From an optimization exercise on the open Yosys and OpenROAD flow, aimed at small area and a short achievable clock period; shortcuts taken in it are not production practice.
No run shown here included a check of the RTL's function; only the layout flow was run.
Power and IR drop assume default switching activity.

`design.v`:
```
`timescale 1ns / 1ps
module sigmoid9slices (
    input wire clk,
    input wire rst_n,
    input wire signed [15:0] x0_in,
    input wire signed [15:0] x1_in,
    input wire valid_in,
    output reg signed [15:0] y0_out,
    output reg signed [15:0] y1_out,
    output reg valid_out
);
    reg v1, v2;
    always @(posedge clk or negedge rst_n)
        if (!rst_n) begin v1 <= 1'b0; v2 <= 1'b0; valid_out <= 1'b0; end
        else begin v1 <= valid_in; v2 <= v1; valid_out <= v2; end
    function [4:0] dec(input [15:0] x);
        reg [14:0] u;
        reg g1, g2, g3, g4, g5;
        begin
            u = x[14:0] ^ {15{x[15]}};
            g1 = u >= 1365; g2 = u >= 4096; g3 = u >= 6827; g4 = u >= 9557; g5 = u >= 12288;
            dec = {~g1, g1 & ~g2, g2 & ~g3, g3 & ~g4, g4 & ~g5};
        end
    endfunction
    reg [12:0] a0, a1;   
    reg [4:0] c0, c1;
    always @(posedge clk) begin
        a0 <= {x0_in[15], x0_in[11:0]}; a1 <= {x1_in[15], x1_in[11:0]};
        c0 <= dec(x0_in); c1 <= dec(x1_in);
    end
    wire [10:0] xr0 = a0[10:0];
    wire [10:0] xn0 = ~a0[10:0];
    wire r0_0_3 = (c0[0] & xr0[0]);
    wire r0_0_4 = (c0[0] & xr0[1]);
    wire r0_0_5 = (c0[0] & xr0[2]) | (c0[1] & xr0[0]);
    wire r0_0_6 = (c0[0] & xr0[3]) | (c0[1] & xr0[1]);
    wire r0_0_7 = (c0[0] & xr0[4]) | (c0[1] & xr0[2]) | (c0[2] & xr0[0]);
    wire r0_0_8 = (c0[0] & xr0[5]) | (c0[1] & xr0[3]) | (c0[2] & xr0[1]) | (c0[3] & xr0[0]);
    wire r0_0_9 = (c0[0] & xr0[6]) | (c0[1] & xr0[4]) | (c0[2] & xr0[2]) | (c0[3] & xr0[1]) | (c0[4] & xr0[0]);
    wire r0_0_10 = (c0[0] & xr0[7]) | (c0[1] & xr0[5]) | (c0[2] & xr0[3]) | (c0[3] & xr0[2]) | (c0[4] & xr0[1]);
    wire r0_0_11 = (c0[0] & xr0[8]) | (c0[1] & xr0[6]) | (c0[2] & xr0[4]) | (c0[3] & xr0[3]) | (c0[4] & xr0[2]);
    wire r0_0_12 = (c0[0] & xr0[9]) | (c0[1] & xr0[7]) | (c0[2] & xr0[5]) | (c0[3] & xr0[4]) | (c0[4] & xr0[3]);
    wire r0_0_13 = (c0[0] & xr0[10]) | (c0[1] & xr0[8]) | (c0[2] & xr0[6]) | (c0[3] & xr0[5]) | (c0[4] & xr0[4]);
    wire r0_0_14 = (c0[1] & xr0[9]) | (c0[2] & xr0[7]) | (c0[3] & xr0[6]) | (c0[4] & xr0[5]);
    wire r0_0_15 = (c0[1] & xr0[10]) | (c0[2] & xr0[8]) | (c0[3] & xr0[7]) | (c0[4] & xr0[6]);
    wire r0_0_16 = (c0[2] & xr0[9]) | (c0[3] & xr0[8]) | (c0[4] & xr0[7]);
    wire r0_0_17 = (c0[2] & xr0[10]) | (c0[3] & xr0[9]) | (c0[4] & xr0[8]);
    wire r0_0_18 = (c0[3] & xr0[10]) | (c0[4] & xr0[9]);
    wire r0_0_19 = (c0[4] & xr0[10]);
    wire r0_1_1 = (c0[0] & xr0[0]) | (c0[2] & xr0[0]) | (c0[3] & xr0[0]) | (c0[4] & xn0[0]);
    wire r0_1_2 = (c0[0] & xr0[1]) | (c0[2] & xr0[1]) | (c0[3] & xr0[1]) | (c0[4] & xn0[1]);
    wire r0_1_3 = (c0[0] & xr0[2]) | (c0[1] & xr0[0]) | (c0[2] & xr0[2]) | (c0[3] & xr0[2]) | (c0[4] & xn0[2]);
    wire r0_1_4 = (c0[0] & xr0[3]) | (c0[1] & xr0[1]) | (c0[2] & xr0[3]) | (c0[3] & xr0[3]) | (c0[4] & xn0[3]);
    wire r0_1_5 = (c0[0] & xr0[4]) | (c0[1] & xr0[2]) | (c0[2] & xr0[4]) | (c0[3] & xr0[4]) | (c0[4] & xn0[4]);
    wire r0_1_6 = (c0[0] & xr0[5]) | (c0[1] & xr0[3]) | (c0[2] & xr0[5]) | (c0[3] & xr0[5]) | (c0[4] & xn0[5]);
    wire r0_1_7 = (c0[0] & xr0[6]) | (c0[1] & xr0[4]) | (c0[2] & xr0[6]) | (c0[3] & xr0[6]) | (c0[4] & xn0[6]);
    wire r0_1_8 = (c0[0] & xr0[7]) | (c0[1] & xr0[5]) | (c0[2] & xr0[7]) | (c0[3] & xr0[7]) | (c0[4] & xn0[7]);
    wire r0_1_9 = (c0[0] & xr0[8]) | (c0[1] & xr0[6]) | (c0[2] & xr0[8]) | (c0[3] & xr0[8]) | (c0[4] & xn0[8]);
    wire r0_1_10 = (c0[0] & xr0[9]) | (c0[1] & xr0[7]) | (c0[2] & xr0[9]) | (c0[3] & xr0[9]) | (c0[4] & xn0[9]);
    wire r0_1_11 = (c0[0] & xr0[10]) | (c0[1] & xr0[8]) | (c0[2] & xr0[10]) | (c0[3] & xr0[10]) | (c0[4] & xn0[10]);
    wire r0_1_12 = (c0[1] & xr0[9]);
    wire r0_1_13 = (c0[1] & xr0[10]);
    wire r0_2_0 = (c0[0] & xr0[0]) | (c0[1] & xn0[0]);
    wire r0_2_1 = (c0[0] & xr0[1]) | (c0[1] & xn0[1]) | c0[4];
    wire r0_2_2 = (c0[0] & xr0[2]) | (c0[1] & xn0[2]);
    wire r0_2_3 = (c0[0] & xr0[3]) | (c0[1] & xn0[3]);
    wire r0_2_4 = (c0[0] & xr0[4]) | (c0[1] & xn0[4]) | c0[4];
    wire r0_2_5 = (c0[0] & xr0[5]) | (c0[1] & xn0[5]);
    wire r0_2_6 = (c0[0] & xr0[6]) | (c0[1] & xn0[6]) | (c0[3] & xr0[0]);
    wire r0_2_7 = (c0[0] & xr0[7]) | (c0[1] & xn0[7]) | (c0[3] & xr0[1]);
    wire r0_2_8 = (c0[0] & xr0[8]) | (c0[1] & xn0[8]) | (c0[3] & xr0[2]);
    wire r0_2_9 = (c0[0] & xr0[9]) | (c0[1] & xn0[9]) | (c0[3] & xr0[3]);
    wire r0_2_10 = (c0[0] & xr0[10]) | (c0[1] & xn0[10]) | (c0[3] & xr0[4]);
    wire r0_2_11 = (c0[3] & xr0[5]);
    wire r0_2_12 = (c0[3] & xr0[6]);
    wire r0_2_13 = (c0[3] & xr0[7]);
    wire r0_2_14 = (c0[3] & xr0[8]);
    wire r0_2_15 = (c0[3] & xr0[9]);
    wire r0_2_16 = (c0[3] & xr0[10]);
    wire r0_3_0 = c0[1];
    wire r0_3_4 = (c0[3] & xr0[0]) | (c0[4] & xn0[0]);
    wire r0_3_5 = (c0[3] & xr0[1]) | (c0[4] & xn0[1]);
    wire r0_3_6 = (c0[3] & xr0[2]) | (c0[4] & xn0[2]);
    wire r0_3_7 = (c0[3] & xr0[3]) | (c0[4] & xn0[3]);
    wire r0_3_8 = (c0[3] & xr0[4]) | (c0[4] & xn0[4]);
    wire r0_3_9 = (c0[3] & xr0[5]) | (c0[4] & xn0[5]);
    wire r0_3_10 = (c0[3] & xr0[6]) | (c0[4] & xn0[6]);
    wire r0_3_11 = (c0[3] & xr0[7]) | (c0[4] & xn0[7]);
    wire r0_3_12 = (c0[3] & xr0[8]) | (c0[4] & xn0[8]);
    wire r0_3_13 = (c0[3] & xr0[9]) | (c0[4] & xn0[9]);
    wire r0_3_14 = (c0[3] & xr0[10]) | (c0[4] & xn0[10]);
    wire h0_1s = r0_0_4 ^ r0_1_4;
    wire h0_1c = r0_0_4 & r0_1_4;
    wire f0_2s = r0_0_5 ^ r0_1_5 ^ r0_2_5;
    wire f0_2c = (r0_0_5 & r0_1_5) | (r0_0_5 & r0_2_5) | (r0_1_5 & r0_2_5);
    wire f0_3s = r0_0_6 ^ r0_1_6 ^ r0_2_6;
    wire f0_3c = (r0_0_6 & r0_1_6) | (r0_0_6 & r0_2_6) | (r0_1_6 & r0_2_6);
    wire f0_4s = r0_0_7 ^ r0_1_7 ^ r0_2_7;
    wire f0_4c = (r0_0_7 & r0_1_7) | (r0_0_7 & r0_2_7) | (r0_1_7 & r0_2_7);
    wire f0_5s = r0_0_8 ^ r0_1_8 ^ r0_2_8;
    wire f0_5c = (r0_0_8 & r0_1_8) | (r0_0_8 & r0_2_8) | (r0_1_8 & r0_2_8);
    wire f0_6s = r0_0_9 ^ r0_1_9 ^ r0_2_9;
    wire f0_6c = (r0_0_9 & r0_1_9) | (r0_0_9 & r0_2_9) | (r0_1_9 & r0_2_9);
    wire f0_7s = r0_0_10 ^ r0_1_10 ^ r0_2_10;
    wire f0_7c = (r0_0_10 & r0_1_10) | (r0_0_10 & r0_2_10) | (r0_1_10 & r0_2_10);
    wire f0_8s = r0_0_11 ^ r0_1_11 ^ r0_2_11;
    wire f0_8c = (r0_0_11 & r0_1_11) | (r0_0_11 & r0_2_11) | (r0_1_11 & r0_2_11);
    wire f0_9s = r0_0_12 ^ r0_1_12 ^ r0_2_12;
    wire f0_9c = (r0_0_12 & r0_1_12) | (r0_0_12 & r0_2_12) | (r0_1_12 & r0_2_12);
    wire f0_10s = r0_0_13 ^ r0_1_13 ^ r0_2_13;
    wire f0_10c = (r0_0_13 & r0_1_13) | (r0_0_13 & r0_2_13) | (r0_1_13 & r0_2_13);
    wire h0_11s = r0_0_14 ^ r0_2_14;
    wire h0_11c = r0_0_14 & r0_2_14;
    wire h0_12s = r0_0_3 ^ r0_1_3;
    wire h0_12c = r0_0_3 & r0_1_3;
    wire f0_13s = r0_2_4 ^ r0_3_4 ^ h0_1s;
    wire f0_13c = (r0_2_4 & r0_3_4) | (r0_2_4 & h0_1s) | (r0_3_4 & h0_1s);
    wire f0_14s = r0_3_5 ^ h0_1c ^ f0_2s;
    wire f0_14c = (r0_3_5 & h0_1c) | (r0_3_5 & f0_2s) | (h0_1c & f0_2s);
    wire f0_15s = r0_3_6 ^ f0_2c ^ f0_3s;
    wire f0_15c = (r0_3_6 & f0_2c) | (r0_3_6 & f0_3s) | (f0_2c & f0_3s);
    wire f0_16s = r0_3_7 ^ f0_3c ^ f0_4s;
    wire f0_16c = (r0_3_7 & f0_3c) | (r0_3_7 & f0_4s) | (f0_3c & f0_4s);
    wire f0_17s = r0_3_8 ^ f0_4c ^ f0_5s;
    wire f0_17c = (r0_3_8 & f0_4c) | (r0_3_8 & f0_5s) | (f0_4c & f0_5s);
    wire f0_18s = r0_3_9 ^ f0_5c ^ f0_6s;
    wire f0_18c = (r0_3_9 & f0_5c) | (r0_3_9 & f0_6s) | (f0_5c & f0_6s);
    wire f0_19s = r0_3_10 ^ f0_6c ^ f0_7s;
    wire f0_19c = (r0_3_10 & f0_6c) | (r0_3_10 & f0_7s) | (f0_6c & f0_7s);
    wire f0_20s = r0_3_11 ^ f0_7c ^ f0_8s;
    wire f0_20c = (r0_3_11 & f0_7c) | (r0_3_11 & f0_8s) | (f0_7c & f0_8s);
    wire f0_21s = r0_3_12 ^ f0_8c ^ f0_9s;
    wire f0_21c = (r0_3_12 & f0_8c) | (r0_3_12 & f0_9s) | (f0_8c & f0_9s);
    wire f0_22s = r0_3_13 ^ f0_9c ^ f0_10s;
    wire f0_22c = (r0_3_13 & f0_9c) | (r0_3_13 & f0_10s) | (f0_9c & f0_10s);
    wire f0_23s = r0_3_14 ^ f0_10c ^ h0_11s;
    wire f0_23c = (r0_3_14 & f0_10c) | (r0_3_14 & h0_11s) | (f0_10c & h0_11s);
    wire f0_24s = r0_0_15 ^ r0_2_15 ^ h0_11c;
    wire f0_24c = (r0_0_15 & r0_2_15) | (r0_0_15 & h0_11c) | (r0_2_15 & h0_11c);
    wire h0_25s = r0_0_16 ^ r0_2_16;
    wire h0_25c = r0_0_16 & r0_2_16;
    wire [11:0] lcs0 = {1'b0, f0_18c, f0_17c, f0_16c, f0_15c, f0_14c, f0_13c, h0_12c, r0_2_3, r0_1_2, r0_1_1, r0_2_0} + {1'b0, f0_19s, f0_18s, f0_17s, f0_16s, f0_15s, f0_14s, f0_13s, h0_12s, r0_2_2, r0_2_1, r0_3_0} + 1'b0;
    reg [9:0] sa0, sb0;
    reg lc0;
    reg [4:0] cc0; reg p150, p110;
    always @(posedge clk) begin
        sa0 <= {1'b0, r0_0_19, r0_0_18, r0_0_17, f0_24c, f0_23c, f0_22c, f0_21c, f0_20c, f0_19c};
        sb0 <= {1'b0, 1'b0, 1'b0, h0_25c, h0_25s, f0_24s, f0_23s, f0_22s, f0_21s, f0_20s};
        lc0 <= lcs0[11];
        cc0 <= c0; p150 <= a0[12]; p110 <= a0[11];
    end
    reg [10:0] t0;
    always @* begin
        case (1'b1)
        cc0[0]: case ({p150, p110})
            2'd0: t0 = 11'd2024;
            2'd1: t0 = 11'd2035;
            2'd2: t0 = 11'd2;
            default: t0 = 11'd13;
            endcase
        cc0[1]: case ({p150, p110})
            2'd0: t0 = 11'd2004;
            2'd1: t0 = 11'd1965;
            2'd2: t0 = 11'd42;
            default: t0 = 11'd3;
            endcase
        cc0[2]: case ({p150, p110})
            2'd0: t0 = 11'd1803;
            2'd1: t0 = 11'd1933;
            2'd2: t0 = 11'd2033;
            default: t0 = 11'd115;
            endcase
        cc0[3]: case ({p150, p110})
            2'd0: t0 = 11'd1128;
            2'd1: t0 = 11'd1466;
            2'd2: t0 = 11'd244;
            default: t0 = 11'd582;
            endcase
        cc0[4]: case ({p150, p110})
            2'd0: t0 = 11'd1006;
            default: t0 = 11'd512;
            endcase
        default: t0 = p150 ? 11'd5 : 11'd2043;
        endcase
    end
    wire h0_26s = t0[0] ^ sa0[0];
    wire h0_26c = t0[0] & sa0[0];
    wire h0_27s = t0[1] ^ sa0[1];
    wire h0_27c = t0[1] & sa0[1];
    wire h0_28s = t0[2] ^ sa0[2];
    wire h0_28c = t0[2] & sa0[2];
    wire h0_29s = t0[3] ^ sa0[3];
    wire h0_29c = t0[3] & sa0[3];
    wire h0_30s = t0[4] ^ sa0[4];
    wire h0_30c = t0[4] & sa0[4];
    wire h0_31s = t0[5] ^ sa0[5];
    wire h0_31c = t0[5] & sa0[5];
    wire h0_32s = t0[6] ^ sa0[6];
    wire h0_32c = t0[6] & sa0[6];
    wire h0_33s = t0[7] ^ sa0[7];
    wire h0_33c = t0[7] & sa0[7];
    wire h0_34s = t0[8] ^ sa0[8];
    wire h0_34c = t0[8] & sa0[8];
    wire h0_35s = t0[9] ^ sa0[9];
    wire h0_35c = t0[9] & sa0[9];
    wire h0_36s = sb0[0] ^ lc0;
    wire h0_36c = sb0[0] & lc0;
    wire f0_37s = sb0[1] ^ h0_26c ^ h0_27s;
    wire f0_37c = (sb0[1] & h0_26c) | (sb0[1] & h0_27s) | (h0_26c & h0_27s);
    wire f0_38s = sb0[2] ^ h0_27c ^ h0_28s;
    wire f0_38c = (sb0[2] & h0_27c) | (sb0[2] & h0_28s) | (h0_27c & h0_28s);
    wire f0_39s = sb0[3] ^ h0_28c ^ h0_29s;
    wire f0_39c = (sb0[3] & h0_28c) | (sb0[3] & h0_29s) | (h0_28c & h0_29s);
    wire f0_40s = sb0[4] ^ h0_29c ^ h0_30s;
    wire f0_40c = (sb0[4] & h0_29c) | (sb0[4] & h0_30s) | (h0_29c & h0_30s);
    wire f0_41s = sb0[5] ^ h0_30c ^ h0_31s;
    wire f0_41c = (sb0[5] & h0_30c) | (sb0[5] & h0_31s) | (h0_30c & h0_31s);
    wire f0_42s = sb0[6] ^ h0_31c ^ h0_32s;
    wire f0_42c = (sb0[6] & h0_31c) | (sb0[6] & h0_32s) | (h0_31c & h0_32s);
    wire f0_43s = sb0[7] ^ h0_32c ^ h0_33s;
    wire f0_43c = (sb0[7] & h0_32c) | (sb0[7] & h0_33s) | (h0_32c & h0_33s);
    wire f0_44s = sb0[8] ^ h0_33c ^ h0_34s;
    wire f0_44c = (sb0[8] & h0_33c) | (sb0[8] & h0_34s) | (h0_33c & h0_34s);
    wire f0_45s = sb0[9] ^ h0_34c ^ h0_35s;
    wire f0_45c = (sb0[9] & h0_34c) | (sb0[9] & h0_35s) | (h0_34c & h0_35s);
    wire h0_46s = t0[10] ^ h0_35c;
    wire h0_46c = t0[10] & h0_35c;
    wire [10:0] ya0 = {f0_45c, f0_44c, f0_43c, f0_42c, f0_41c, f0_40c, f0_39c, f0_38c, f0_37c, h0_36c, h0_26s};
    wire [10:0] yb0 = {h0_46s, f0_45s, f0_44s, f0_43s, f0_42s, f0_41s, f0_40s, f0_39s, f0_38s, f0_37s, h0_36s};
    always @(posedge clk) y0_out <= {5'b0, ya0 + yb0};
    wire [10:0] xr1 = a1[10:0];
    wire [10:0] xn1 = ~a1[10:0];
    wire r1_0_3 = (c1[0] & xr1[0]);
    wire r1_0_4 = (c1[0] & xr1[1]);
    wire r1_0_5 = (c1[0] & xr1[2]) | (c1[1] & xr1[0]);
    wire r1_0_6 = (c1[0] & xr1[3]) | (c1[1] & xr1[1]);
    wire r1_0_7 = (c1[0] & xr1[4]) | (c1[1] & xr1[2]) | (c1[2] & xr1[0]);
    wire r1_0_8 = (c1[0] & xr1[5]) | (c1[1] & xr1[3]) | (c1[2] & xr1[1]) | (c1[3] & xr1[0]);
    wire r1_0_9 = (c1[0] & xr1[6]) | (c1[1] & xr1[4]) | (c1[2] & xr1[2]) | (c1[3] & xr1[1]) | (c1[4] & xr1[0]);
    wire r1_0_10 = (c1[0] & xr1[7]) | (c1[1] & xr1[5]) | (c1[2] & xr1[3]) | (c1[3] & xr1[2]) | (c1[4] & xr1[1]);
    wire r1_0_11 = (c1[0] & xr1[8]) | (c1[1] & xr1[6]) | (c1[2] & xr1[4]) | (c1[3] & xr1[3]) | (c1[4] & xr1[2]);
    wire r1_0_12 = (c1[0] & xr1[9]) | (c1[1] & xr1[7]) | (c1[2] & xr1[5]) | (c1[3] & xr1[4]) | (c1[4] & xr1[3]);
    wire r1_0_13 = (c1[0] & xr1[10]) | (c1[1] & xr1[8]) | (c1[2] & xr1[6]) | (c1[3] & xr1[5]) | (c1[4] & xr1[4]);
    wire r1_0_14 = (c1[1] & xr1[9]) | (c1[2] & xr1[7]) | (c1[3] & xr1[6]) | (c1[4] & xr1[5]);
    wire r1_0_15 = (c1[1] & xr1[10]) | (c1[2] & xr1[8]) | (c1[3] & xr1[7]) | (c1[4] & xr1[6]);
    wire r1_0_16 = (c1[2] & xr1[9]) | (c1[3] & xr1[8]) | (c1[4] & xr1[7]);
    wire r1_0_17 = (c1[2] & xr1[10]) | (c1[3] & xr1[9]) | (c1[4] & xr1[8]);
    wire r1_0_18 = (c1[3] & xr1[10]) | (c1[4] & xr1[9]);
    wire r1_0_19 = (c1[4] & xr1[10]);
    wire r1_1_1 = (c1[0] & xr1[0]) | (c1[2] & xr1[0]) | (c1[3] & xr1[0]) | (c1[4] & xn1[0]);
    wire r1_1_2 = (c1[0] & xr1[1]) | (c1[2] & xr1[1]) | (c1[3] & xr1[1]) | (c1[4] & xn1[1]);
    wire r1_1_3 = (c1[0] & xr1[2]) | (c1[1] & xr1[0]) | (c1[2] & xr1[2]) | (c1[3] & xr1[2]) | (c1[4] & xn1[2]);
    wire r1_1_4 = (c1[0] & xr1[3]) | (c1[1] & xr1[1]) | (c1[2] & xr1[3]) | (c1[3] & xr1[3]) | (c1[4] & xn1[3]);
    wire r1_1_5 = (c1[0] & xr1[4]) | (c1[1] & xr1[2]) | (c1[2] & xr1[4]) | (c1[3] & xr1[4]) | (c1[4] & xn1[4]);
    wire r1_1_6 = (c1[0] & xr1[5]) | (c1[1] & xr1[3]) | (c1[2] & xr1[5]) | (c1[3] & xr1[5]) | (c1[4] & xn1[5]);
    wire r1_1_7 = (c1[0] & xr1[6]) | (c1[1] & xr1[4]) | (c1[2] & xr1[6]) | (c1[3] & xr1[6]) | (c1[4] & xn1[6]);
    wire r1_1_8 = (c1[0] & xr1[7]) | (c1[1] & xr1[5]) | (c1[2] & xr1[7]) | (c1[3] & xr1[7]) | (c1[4] & xn1[7]);
    wire r1_1_9 = (c1[0] & xr1[8]) | (c1[1] & xr1[6]) | (c1[2] & xr1[8]) | (c1[3] & xr1[8]) | (c1[4] & xn1[8]);
    wire r1_1_10 = (c1[0] & xr1[9]) | (c1[1] & xr1[7]) | (c1[2] & xr1[9]) | (c1[3] & xr1[9]) | (c1[4] & xn1[9]);
    wire r1_1_11 = (c1[0] & xr1[10]) | (c1[1] & xr1[8]) | (c1[2] & xr1[10]) | (c1[3] & xr1[10]) | (c1[4] & xn1[10]);
    wire r1_1_12 = (c1[1] & xr1[9]);
    wire r1_1_13 = (c1[1] & xr1[10]);
    wire r1_2_0 = (c1[0] & xr1[0]) | (c1[1] & xn1[0]);
    wire r1_2_1 = (c1[0] & xr1[1]) | (c1[1] & xn1[1]) | c1[4];
    wire r1_2_2 = (c1[0] & xr1[2]) | (c1[1] & xn1[2]);
    wire r1_2_3 = (c1[0] & xr1[3]) | (c1[1] & xn1[3]);
    wire r1_2_4 = (c1[0] & xr1[4]) | (c1[1] & xn1[4]) | c1[4];
    wire r1_2_5 = (c1[0] & xr1[5]) | (c1[1] & xn1[5]);
    wire r1_2_6 = (c1[0] & xr1[6]) | (c1[1] & xn1[6]) | (c1[3] & xr1[0]);
    wire r1_2_7 = (c1[0] & xr1[7]) | (c1[1] & xn1[7]) | (c1[3] & xr1[1]);
    wire r1_2_8 = (c1[0] & xr1[8]) | (c1[1] & xn1[8]) | (c1[3] & xr1[2]);
    wire r1_2_9 = (c1[0] & xr1[9]) | (c1[1] & xn1[9]) | (c1[3] & xr1[3]);
    wire r1_2_10 = (c1[0] & xr1[10]) | (c1[1] & xn1[10]) | (c1[3] & xr1[4]);
    wire r1_2_11 = (c1[3] & xr1[5]);
    wire r1_2_12 = (c1[3] & xr1[6]);
    wire r1_2_13 = (c1[3] & xr1[7]);
    wire r1_2_14 = (c1[3] & xr1[8]);
    wire r1_2_15 = (c1[3] & xr1[9]);
    wire r1_2_16 = (c1[3] & xr1[10]);
    wire r1_3_0 = c1[1];
    wire r1_3_4 = (c1[3] & xr1[0]) | (c1[4] & xn1[0]);
    wire r1_3_5 = (c1[3] & xr1[1]) | (c1[4] & xn1[1]);
    wire r1_3_6 = (c1[3] & xr1[2]) | (c1[4] & xn1[2]);
    wire r1_3_7 = (c1[3] & xr1[3]) | (c1[4] & xn1[3]);
    wire r1_3_8 = (c1[3] & xr1[4]) | (c1[4] & xn1[4]);
    wire r1_3_9 = (c1[3] & xr1[5]) | (c1[4] & xn1[5]);
    wire r1_3_10 = (c1[3] & xr1[6]) | (c1[4] & xn1[6]);
    wire r1_3_11 = (c1[3] & xr1[7]) | (c1[4] & xn1[7]);
    wire r1_3_12 = (c1[3] & xr1[8]) | (c1[4] & xn1[8]);
    wire r1_3_13 = (c1[3] & xr1[9]) | (c1[4] & xn1[9]);
    wire r1_3_14 = (c1[3] & xr1[10]) | (c1[4] & xn1[10]);
    wire h1_47s = r1_0_4 ^ r1_1_4;
    wire h1_47c = r1_0_4 & r1_1_4;
    wire f1_48s = r1_0_5 ^ r1_1_5 ^ r1_2_5;
    wire f1_48c = (r1_0_5 & r1_1_5) | (r1_0_5 & r1_2_5) | (r1_1_5 & r1_2_5);
    wire f1_49s = r1_0_6 ^ r1_1_6 ^ r1_2_6;
    wire f1_49c = (r1_0_6 & r1_1_6) | (r1_0_6 & r1_2_6) | (r1_1_6 & r1_2_6);
    wire f1_50s = r1_0_7 ^ r1_1_7 ^ r1_2_7;
    wire f1_50c = (r1_0_7 & r1_1_7) | (r1_0_7 & r1_2_7) | (r1_1_7 & r1_2_7);
    wire f1_51s = r1_0_8 ^ r1_1_8 ^ r1_2_8;
    wire f1_51c = (r1_0_8 & r1_1_8) | (r1_0_8 & r1_2_8) | (r1_1_8 & r1_2_8);
    wire f1_52s = r1_0_9 ^ r1_1_9 ^ r1_2_9;
    wire f1_52c = (r1_0_9 & r1_1_9) | (r1_0_9 & r1_2_9) | (r1_1_9 & r1_2_9);
    wire f1_53s = r1_0_10 ^ r1_1_10 ^ r1_2_10;
    wire f1_53c = (r1_0_10 & r1_1_10) | (r1_0_10 & r1_2_10) | (r1_1_10 & r1_2_10);
    wire f1_54s = r1_0_11 ^ r1_1_11 ^ r1_2_11;
    wire f1_54c = (r1_0_11 & r1_1_11) | (r1_0_11 & r1_2_11) | (r1_1_11 & r1_2_11);
    wire f1_55s = r1_0_12 ^ r1_1_12 ^ r1_2_12;
    wire f1_55c = (r1_0_12 & r1_1_12) | (r1_0_12 & r1_2_12) | (r1_1_12 & r1_2_12);
    wire f1_56s = r1_0_13 ^ r1_1_13 ^ r1_2_13;
    wire f1_56c = (r1_0_13 & r1_1_13) | (r1_0_13 & r1_2_13) | (r1_1_13 & r1_2_13);
    wire h1_57s = r1_0_14 ^ r1_2_14;
    wire h1_57c = r1_0_14 & r1_2_14;
    wire h1_58s = r1_0_3 ^ r1_1_3;
    wire h1_58c = r1_0_3 & r1_1_3;
    wire f1_59s = r1_2_4 ^ r1_3_4 ^ h1_47s;
    wire f1_59c = (r1_2_4 & r1_3_4) | (r1_2_4 & h1_47s) | (r1_3_4 & h1_47s);
    wire f1_60s = r1_3_5 ^ h1_47c ^ f1_48s;
    wire f1_60c = (r1_3_5 & h1_47c) | (r1_3_5 & f1_48s) | (h1_47c & f1_48s);
    wire f1_61s = r1_3_6 ^ f1_48c ^ f1_49s;
    wire f1_61c = (r1_3_6 & f1_48c) | (r1_3_6 & f1_49s) | (f1_48c & f1_49s);
    wire f1_62s = r1_3_7 ^ f1_49c ^ f1_50s;
    wire f1_62c = (r1_3_7 & f1_49c) | (r1_3_7 & f1_50s) | (f1_49c & f1_50s);
    wire f1_63s = r1_3_8 ^ f1_50c ^ f1_51s;
    wire f1_63c = (r1_3_8 & f1_50c) | (r1_3_8 & f1_51s) | (f1_50c & f1_51s);
    wire f1_64s = r1_3_9 ^ f1_51c ^ f1_52s;
    wire f1_64c = (r1_3_9 & f1_51c) | (r1_3_9 & f1_52s) | (f1_51c & f1_52s);
    wire f1_65s = r1_3_10 ^ f1_52c ^ f1_53s;
    wire f1_65c = (r1_3_10 & f1_52c) | (r1_3_10 & f1_53s) | (f1_52c & f1_53s);
    wire f1_66s = r1_3_11 ^ f1_53c ^ f1_54s;
    wire f1_66c = (r1_3_11 & f1_53c) | (r1_3_11 & f1_54s) | (f1_53c & f1_54s);
    wire f1_67s = r1_3_12 ^ f1_54c ^ f1_55s;
    wire f1_67c = (r1_3_12 & f1_54c) | (r1_3_12 & f1_55s) | (f1_54c & f1_55s);
    wire f1_68s = r1_3_13 ^ f1_55c ^ f1_56s;
    wire f1_68c = (r1_3_13 & f1_55c) | (r1_3_13 & f1_56s) | (f1_55c & f1_56s);
    wire f1_69s = r1_3_14 ^ f1_56c ^ h1_57s;
    wire f1_69c = (r1_3_14 & f1_56c) | (r1_3_14 & h1_57s) | (f1_56c & h1_57s);
    wire f1_70s = r1_0_15 ^ r1_2_15 ^ h1_57c;
    wire f1_70c = (r1_0_15 & r1_2_15) | (r1_0_15 & h1_57c) | (r1_2_15 & h1_57c);
    wire h1_71s = r1_0_16 ^ r1_2_16;
    wire h1_71c = r1_0_16 & r1_2_16;
    wire [11:0] lcs1 = {1'b0, f1_64c, f1_63c, f1_62c, f1_61c, f1_60c, f1_59c, h1_58c, r1_2_3, r1_1_2, r1_1_1, r1_2_0} + {1'b0, f1_65s, f1_64s, f1_63s, f1_62s, f1_61s, f1_60s, f1_59s, h1_58s, r1_2_2, r1_2_1, r1_3_0} + 1'b0;
    reg [9:0] sa1, sb1;
    reg lc1;
    reg [4:0] cc1; reg p151, p111;
    always @(posedge clk) begin
        sa1 <= {1'b0, r1_0_19, r1_0_18, r1_0_17, f1_70c, f1_69c, f1_68c, f1_67c, f1_66c, f1_65c};
        sb1 <= {1'b0, 1'b0, 1'b0, h1_71c, h1_71s, f1_70s, f1_69s, f1_68s, f1_67s, f1_66s};
        lc1 <= lcs1[11];
        cc1 <= c1; p151 <= a1[12]; p111 <= a1[11];
    end
    reg [10:0] t1;
    always @* begin
        case (1'b1)
        cc1[0]: case ({p151, p111})
            2'd0: t1 = 11'd2024;
            2'd1: t1 = 11'd2035;
            2'd2: t1 = 11'd2;
            default: t1 = 11'd13;
            endcase
        cc1[1]: case ({p151, p111})
            2'd0: t1 = 11'd2004;
            2'd1: t1 = 11'd1965;
            2'd2: t1 = 11'd42;
            default: t1 = 11'd3;
            endcase
        cc1[2]: case ({p151, p111})
            2'd0: t1 = 11'd1803;
            2'd1: t1 = 11'd1933;
            2'd2: t1 = 11'd2033;
            default: t1 = 11'd115;
            endcase
        cc1[3]: case ({p151, p111})
            2'd0: t1 = 11'd1128;
            2'd1: t1 = 11'd1466;
            2'd2: t1 = 11'd244;
            default: t1 = 11'd582;
            endcase
        cc1[4]: case ({p151, p111})
            2'd0: t1 = 11'd1006;
            default: t1 = 11'd512;
            endcase
        default: t1 = p151 ? 11'd5 : 11'd2043;
        endcase
    end
    wire h1_72s = t1[0] ^ sa1[0];
    wire h1_72c = t1[0] & sa1[0];
    wire h1_73s = t1[1] ^ sa1[1];
    wire h1_73c = t1[1] & sa1[1];
    wire h1_74s = t1[2] ^ sa1[2];
    wire h1_74c = t1[2] & sa1[2];
    wire h1_75s = t1[3] ^ sa1[3];
    wire h1_75c = t1[3] & sa1[3];
    wire h1_76s = t1[4] ^ sa1[4];
    wire h1_76c = t1[4] & sa1[4];
    wire h1_77s = t1[5] ^ sa1[5];
    wire h1_77c = t1[5] & sa1[5];
    wire h1_78s = t1[6] ^ sa1[6];
    wire h1_78c = t1[6] & sa1[6];
    wire h1_79s = t1[7] ^ sa1[7];
    wire h1_79c = t1[7] & sa1[7];
    wire h1_80s = t1[8] ^ sa1[8];
    wire h1_80c = t1[8] & sa1[8];
    wire h1_81s = t1[9] ^ sa1[9];
    wire h1_81c = t1[9] & sa1[9];
    wire h1_82s = sb1[0] ^ lc1;
    wire h1_82c = sb1[0] & lc1;
    wire f1_83s = sb1[1] ^ h1_72c ^ h1_73s;
    wire f1_83c = (sb1[1] & h1_72c) | (sb1[1] & h1_73s) | (h1_72c & h1_73s);
    wire f1_84s = sb1[2] ^ h1_73c ^ h1_74s;
    wire f1_84c = (sb1[2] & h1_73c) | (sb1[2] & h1_74s) | (h1_73c & h1_74s);
    wire f1_85s = sb1[3] ^ h1_74c ^ h1_75s;
    wire f1_85c = (sb1[3] & h1_74c) | (sb1[3] & h1_75s) | (h1_74c & h1_75s);
    wire f1_86s = sb1[4] ^ h1_75c ^ h1_76s;
    wire f1_86c = (sb1[4] & h1_75c) | (sb1[4] & h1_76s) | (h1_75c & h1_76s);
    wire f1_87s = sb1[5] ^ h1_76c ^ h1_77s;
    wire f1_87c = (sb1[5] & h1_76c) | (sb1[5] & h1_77s) | (h1_76c & h1_77s);
    wire f1_88s = sb1[6] ^ h1_77c ^ h1_78s;
    wire f1_88c = (sb1[6] & h1_77c) | (sb1[6] & h1_78s) | (h1_77c & h1_78s);
    wire f1_89s = sb1[7] ^ h1_78c ^ h1_79s;
    wire f1_89c = (sb1[7] & h1_78c) | (sb1[7] & h1_79s) | (h1_78c & h1_79s);
    wire f1_90s = sb1[8] ^ h1_79c ^ h1_80s;
    wire f1_90c = (sb1[8] & h1_79c) | (sb1[8] & h1_80s) | (h1_79c & h1_80s);
    wire f1_91s = sb1[9] ^ h1_80c ^ h1_81s;
    wire f1_91c = (sb1[9] & h1_80c) | (sb1[9] & h1_81s) | (h1_80c & h1_81s);
    wire h1_92s = t1[10] ^ h1_81c;
    wire h1_92c = t1[10] & h1_81c;
    wire [10:0] ya1 = {f1_91c, f1_90c, f1_89c, f1_88c, f1_87c, f1_86c, f1_85c, f1_84c, f1_83c, h1_82c, h1_72s};
    wire [10:0] yb1 = {h1_92s, f1_91s, f1_90s, f1_89s, f1_88s, f1_87s, f1_86s, f1_85s, f1_84s, f1_83s, h1_82s};
    always @(posedge clk) y1_out <= {5'b0, ya1 + yb1};
endmodule
```
`run.sh`:
```
#!/bin/bash
# synth_recipe.tcl (not shown) runs the flow's synth.tcl, then flattens the netlist and writes it again
# the make line also repeats each setting of config.mk as NAME=value (left out here)
make -C /OpenROAD-flow-scripts/flow DESIGN_CONFIG=/design/flow/config.mk WORK_HOME=/design/flow/orfs CLKGATE_MAP_FILE= SYNTH_SCRIPT=/design/flow/synth_recipe.tcl finish
```
`config.mk`:
```
export PLATFORM = sky130hd
export DESIGN_NAME = sigmoid9slices
export DESIGN_NICKNAME = sigmoid9slices
export VERILOG_FILES = /design/flow/design.v
export SDC_FILE = /design/flow/constraint.sdc
export NUM_CORES = 4
export LEC_CHECK = 0
export CAP_MARGIN = 20
export CORE_MARGIN = 2
export CORE_UTILIZATION = 70
export SLEW_MARGIN = 20
```
`constraint.sdc`:
```
create_clock -name core_clock -period 8.0 [get_ports {clk}]
set_input_delay 1.6000 -clock core_clock [delete_from_list [all_inputs] [get_ports {clk}]]
set_output_delay 1.6000 -clock core_clock [all_outputs]
set_load 0.01 [all_outputs]
```
==> results of run 1 <==
[cells by family after synthesis]
group	synth area share [%]
AND/OR/NAND/NOR	16.3
buffers and inverters	8.83
adder cells (fa/ha/maj)	26.0
multiplexers	1.39
AO/OA/AOI/OAI	19.2
XOR/XNOR	2.28
flip-flops	26.0
other	0.0444
[metrics by stage]
step / total power [W] / util [%] / area (um^2)
CTS: 0.00219 / 77.5 / 9230
detailed placement: 0.00177 / 75.3 / 8960
floorplan: 0.00144 / - / 8480
finish: 0.00218 / 77.5 / 9230
global route: 0.00236 / 77.5 / 9230
global placement: 0.00171 / 75.3 / 8960
[routing by layer]
metal	part of all wire, %	vias up
li1	-	3355
met3	7.3	32
met1	43	3319
met4	1.6	0
met2	48	345
met5	0	-
[Yosys cell counts (all sizes together), types with 9 or more instances]
cell / n / area [um^2]
clkbuf: 41 / 155
fa: 56 / 1120
dfxtp: 106 / 2120
a21o: 17 / 130
a22oi: 13 / 108
nand3: 21 / 105
nor2: 47 / 176
buf: 17 / 114
a211oi: 12 / 100
o21ai: 49 / 245
inv: 127 / 477
nand2b: 10 / 62.6
and2: 17 / 106
nand2: 85 / 319
nor2b: 19 / 119
a21oi: 38 / 190
ha: 86 / 1080
nor3: 18 / 95.1
xnor2: 17 / 149
a211o: 9 / 80.1
o21a: 10 / 75.1
a221oi: 21 / 190
[layout make-up]
class                      instances  area [um^2]  share of cell area [%]
clock buffer                      12          246                    2.67
clock inverter                     3         22.5                   0.244
inverter                         127          477                    5.16
multi-input combinational        682         5540                    60.0
sequential                       109         2200                    23.8
tap                              147          184                    1.99
timing repair buffer              57          571                    6.18
[worst paths after layout]
check,start,endpoint,slack [ps],cells past startpoint
min reg2reg,a0[12],p150,330,0
min in group asynchronous,rst_n,v1,1430,1
max reg2reg,p151,y1_out[10],3780,16
max in group asynchronous,rst_n,valid_out,6430,1
max,p151,y1_out[10],3780,16
min,a0[12],p150,330,0
[flip-flops by register name (all words and copies together) (netlist names), 5 cells and up]
name    cells
a0         13
sa0         9
c1          5
cc0         5
y0_out     11
c0          5
cc1         5
a1         13
sb1         7
sb0         7
sa1         9
y1_out     11
[power groups by stage]
stage	clock, W	combinational [W]	sequential, W
3_5_place_dp	0	0.00103	0.000741
6_report	0.000409	0.00105	0.000730
4_1_cts	0.000417	0.00104	0.000729
3_3_place_gp	0	0.000975	0.000735
5_1_grt	0.000440	0.00118	0.000741
2_1_floorplan	0	0.000718	0.000724
[critical path, delay by kind of cell, from the launching register on]
family	cells	cell delay, ps
compound gates	8	1780
buf+inv	3	230
fa+ha+maj	4	1500
xor+xnor	1	160
flops	1	450
==> impl_results.md, run 1 <==
- Status: complete, no violations
- Register area share after synthesis: 26.0%
- Synthesis-to-layout area growth: 9.33%
- CTS Root Cell: clkbuf_16
- Row count: 40
- Fmax: 0.237 GHz
- H-tree Lvls: 3
- Worst rel slew slack: 39.7%
- Core Box Area: 11900 um^2
- Total GRT Usage: 30.4%
- Met1 Resource Use GR: 41.2%
- Pwr per Cell Area: 237 nW/um^2
- DP Worst Slack: 3830 ps
- Dpl hpwl: 14600 um
- Leak: 4.42 nW
- Crit start category: register
- Post-synthesis instance area: 8450 um^2
- Library cells used by synthesis: 76
- Worst VDD drop: 0.000148 V
- CP Class: register to register
- Net Sw Frac: 37.5%
- Min Tclk post-route: 4220 ps
- Tightest Hold Check Type: register to register
- Detailed Route WL: 19000 um
- Most frequent cells in the layout: 126 x inv_1, 106 x dfxtp_1, 86 x ha_1
- Setup TNS: 0 ps
- CTS tree: yes
- Crit path top cell by count: inv_1
- Max-cap violations: 0
- GR Overflow Total: 0
- DP Cell Count: 1122
- Critical Path Slowest Stage Cell: fa_1
- Pins Over Slew Limit: 0
- Synth Register Bits: 109
- Setup crit end kind: register
- Final-layout fill cell count: 819
- Clock network fraction of design power: 18.7%
- Net switching power: 0.000818 W
- Worst skew pair latency: 360 ps
- EDFF count, synth: 0
- Routed Antenna Nets: 0
- Seq pwr share: 33.4%
- Crit-path max cell delay: 470 ps
- Setup Skew: 6.50 ps
- Die span in x: 114 um
- Layout net count: 1163
- WP data required: 8280 ps
- Commonest non-fill, non-tap cell in the layout: inv_1
- Cts hold-fix bufs: 0
- Hold Violations, Final: 0
- Synth warn: 1
- Crit path DAT: 4500 ps
- Worst path cell trace: inv_1 > ha_1 > o21ai_0 > o31ai_1 > a2111oi_0 > a221oi_1 > ha_1 > inv_1 > fa_1 > inv_1 > fa_1 > a21o_1 > a211oi_1 > o21ai_0 > a41oi_1 > xnor2_1
- Internal power: 0.00137 W
- Share of cells above drive strength 1: 4.44%
- Final period util: 52.7%
- Final worst slack: 3780 ps
- Post-cts repair resize count: 0
- CTS Buf Count: 9
- Top fanout value on the critical path: 7
- Fin Hold WS: 328 ps
- Pin count of the biggest net entering global routing: 28
- Sink Count: 109
- Full die area: 13000 um^2
- Router iterations before antenna repair: 7
- M2 GR Usage: 49.9%
- Slew @ Worst Pin: 903 ps
- Vias per Instance: 6.20
- Via count: 7051
- M3 GR Usage: 5.69%
- Non-filler instance count after layout: 1137
- Die Y: 114 um
- Global-route wire length before repair: 31700 um
- CTS clk-pin slew, worst paths: 70 ps
- Initial Util: 70.9%
- Post-Synthesis Cells: 967
- Routed length per instance: 16.7 um
- I/O Buffers: 57
- Number of global-route vias before repair: 6708
- Max Buffers Root-to-Sink: 2
- Initial DRC Count: 770
- GRT busiest layer: met2
- Initial antenna violation count: 0
- Combinational power share: 47.9%
- RSZ-0062 raised after global routing: no
- GPL Wtd Cong: 0.955
- IO Pins: 68
- Post-Syn Area per Cell: 8.73 um^2
- Final setup viols: 0
- Async SR Flop Fraction: 2.75%
- Ys flop type: dfxtp_1
- DR DRC count: 0
- Post-CTS Setup Bufs: 0
- Antenna Cells: 0
==> inputs of run 2 (changes only) <==
--- a/config.mk
+++ b/config.mk
@@ -8,4 +8,5 @@
 export CAP_MARGIN = 20
 export CORE_MARGIN = 2
 export CORE_UTILIZATION = 70
+export SETUP_SLACK_MARGIN = 5
 export SLEW_MARGIN = 20
==> run 2 against run 1 <==
Sequential share of layout area is 2.2 points lower; critical path depth stayed put; power is 23% higher; synthesized cell count stayed put; clock-buffer cell count is 2 lower; flip-flop and latch count stayed put; utilization is 11 points higher; worst hold slack better by 6.8 ps; sequential power is 1% higher; non-clock buffer count is 57 higher; critical path type unchanged; largest power group unchanged.
==> impl_results.md, run 2 <==
- Register area share after synthesis: 26.0%
- Fmax: 0.258 GHz
- Dpl cell area: 9210 um^2
- CP Class: register to register
- Share of cells above drive strength 1: 23.9%
- Routed length per instance: 21.4 um
- Status: complete, no violations
- Top fanout value on the critical path: 6
- Die Y: 114 um
- DR DRC count: 0
- Yosys top cell by area: dfxtp_1
- Via count: 8031
- Final setup viols: 0
- Setup Skew: 7.55 ps
- CTS clk-pin slew, worst paths: 80 ps
- Worst VDD drop: 0.000173 V
- Met1 wire length: 9520 um
- Pin count of the biggest net entering global routing: 28
- Leak: 4.87 nW
- Largest delay share family, worst path: adder cells
- Router iterations before antenna repair: 8
- Final-layout fill cell count: 554
- Post-synthesis instance area: 8450 um^2
- Biggest registers after layout: a0 x13, a1 x13
- Core Box Area: 11900 um^2
- Detailed Route WL: 25500 um
- Synth top cells by count: 126 x inv_1, 106 x dfxtp_1, 86 x ha_1
- Synth Register Bits: 109
- Final period util: 48.5%
- Final Cell Area: 10500 um^2
- Antenna Cells: 0
- Pins Over Slew Limit: 0
- Met3 wire len: 2140 um
- Worst path cell trace: buf_4 > ha_2 > nor3_4 > a21oi_1 > a21oi_1 > o21ai_0 > ha_1 > inv_1 > fa_1 > inv_1 > ha_2 > or4_4 > a211oi_4 > o31ai_1 > a21oi_2 > xnor2_1
- I/O Buffers: 57
- Synthesis-to-layout area growth: 24.8%
- Bufs and invs on worst path: 3
- CTS Buf Count: 9
- Ys flop type: dfxtp_1
- Global-route wire length before repair: 34900 um
- Die span in x: 114 um
- Cts hold-fix bufs: 0
- Row count: 40
- Reg2Reg Setup Slack: 4120 ps
- Max-cap violations: 0
- Tightest Hold Check Type: register to register
- CTS Root Cell: clkbuf_16
- Setup crit end kind: register
- Setup TNS: 0 ps
- Full die area: 13000 um^2
- Max Buffers Root-to-Sink: 2
- Crit start category: register
- GPL Wtd Cong: 0.917
- Hold Violations, Final: 0
- GR Overflow Total: 0
- Post-Synthesis Cells: 967
- Post-Syn Area per Cell: 8.73 um^2
- CTS tree: yes
- EDFF count, synth: 0
- Initial antenna violation count: 0
- Crit-path max cell delay: 580 ps
- Top layer in use: met4
- Number of global-route vias before repair: 7305
- Sink Count: 109
- Synth warn: 1
- Total GRT Usage: 33.6%
- Initial DRC Count: 1183
- Crit path DAT: 4170 ps
- Slew @ Worst Pin: 521 ps
- Layout net count: 1220
- Commonest non-fill, non-tap cell in the layout: inv_1
- Most frequent cell after synthesis: inv_1
- Pwr per Cell Area: 256 nW/um^2
- WP data required: 8300 ps
- Async SR Flop Fraction: 2.75%
- Routed Antenna Nets: 0
- Critical Path Slowest Stage Cell: or4_4
- Core Util, Final: 88.5%
- Library cells used by synthesis: 76
- H-tree Lvls: 3
- RSZ-0062 raised after global routing: yes
- IO Pins: 68
- Synth area leaders: dfxtp_1 25%, fa_1 13%, ha_1 13%, inv_1 5.6%, nand2_1 3.8%
- Routed length on met2: 12400 um
- Dpl hpwl: 14500 um
- Worst skew pair latency: 360 ps
- Vias per Instance: 6.72
- Area share of the largest cell type after synthesis: 25.1%
- Initial Util: 70.9%
- Most frequent cells in the layout: 115 x inv_1, 83 x nand2_1, 78 x dfxtp_1
- Min Tclk post-route: 3880 ps
- Worst rel slew slack: 65.3%
[run 2: cell counts after synthesis]
No cell type changed its count.
[run 2: stage by stage]
| step | total power [W] | worst slack [ps] | hold slack [ps] | instances |
|---|---|---|---|---|
| floorplan | 0.00150 | 4720 | 309 | 976 |
| global placement | 0.00176 | 4390 | 315 | 1122 |
| detailed placement | 0.00183 | 4270 | 325 | 1122 |
| CTS | 0.00236 | 4410 | 336 | 1156 |
| global route | 0.00284 | 4040 | 348 | 1195 |
| finish | 0.00269 | 4120 | 335 | 1195 |
[run 2: cells by family (layout without fill, tap and decap cells)]
| family | count (synthesis) | count (layout) | synth area share (%) |
|---|---|---|---|
| AND/OR/NAND/NOR | 269 | 269 | 16.3 |
| AO/OA/AOI/OAI | 228 | 228 | 19.2 |
| buffers and inverters | 185 | 257 | 8.83 |
| adder cells (fa/ha/maj) | 142 | 142 | 26.0 |
| flip-flops | 109 | 109 | 26.0 |
| XOR/XNOR | 22 | 22 | 2.28 |
| multiplexers | 11 | 11 | 1.39 |
| other | 1 | 10 | 0.0444 |
[run 2: final timing paths]
check,start,endpoint,cells after the start
max,p151,y1_out[9],16
min,a1[12],p151,0
max reg2reg,p151,y1_out[9],16
min reg2reg,a1[12],p151,0
max in group asynchronous,rst_n,v2,1
min in group asynchronous,rst_n,valid_out,1
[run 2: metal layers]
| metal | track usage (%) | up-vias |
|---|---|---|
| met5 | 0 | - |
| met4 | 12.9 | 0 |
| met3 | 6.59 | 163 |
| met2 | 57.1 | 596 |
| met1 | 42.5 | 3801 |
| li1 | - | 3471 |
[run 2: layout make-up]
cell class	instances	area (um^2)	area share, %
Multi-Input combinational cell	682	6300	59.8
Sequential cell	109	2280	21.6
Tap cell	147	184	1.75
Clock buffer	10	229	2.17
Inverter	127	493	4.68
Clock inverter	6	62.6	0.594
Timing Repair Buffer	114	990	9.39
[run 2: worst reg2reg max path, delay by kind of cell (launching register included)]
kind	cells	cell delay, ps
AO/OA/AOI/OAI	6	1020
AND/OR/NAND/NOR	2	820
buffers and inverters	3	270
adder cells (fa/ha/maj)	4	1210
flip-flops	1	380
XOR/XNOR	1	130
[run 2: repair_timing]
action                     4_1_cts  5_1_grt
pin swaps                       29       36
setup endpoints to repair       28       27
setup buffers                   18       39
gates resized for setup         86       91
[run 2: report_power, final]
part / internal (W) / switching [W] / total, W
Clock: 0.000221 / 0.000219 / 0.000440
Combinational: 0.000718 / 0.000799 / 0.00152
Sequential: 0.000654 / 0.0000842 / 0.000738

[re-timing with driven ports]
In the flow no input, the clock included, has a driving cell. The finished layouts below were timed again as built, in two steps.
Step 1 (the two cells are an assumption about what drives the block):
set clk [get_ports {clk}]
set_driving_cell -lib_cell sky130_fd_sc_hd__clkbuf_16 $clk
set_driving_cell -lib_cell sky130_fd_sc_hd__buf_2 [delete_from_list [all_inputs] $clk]
Step 2 times the ports against the registers' clock, not the clock port: input delays grow and output delays shrink by t, the midpoint of the rising clock arrivals with the driver on.
Three values: no drivers, after step 1, after step 2; two values: the first two.
| run | t, ns | slack for setup (ns) | worst setup path after step 2 | latest minus earliest clock arrival (ns) | pins driven straight from the clock port |
|---|---|---|---|---|---|
| run 1 | 0.400 | 3.780 / 3.780 / 3.780 | register to register | 0.007 / 0.007 | 1 |
| run 2 | 0.402 | 4.124 / 4.124 / 4.124 | register to register | 0.009 / 0.008 | 1 |
After both steps setup and hold are still met in every run listed.
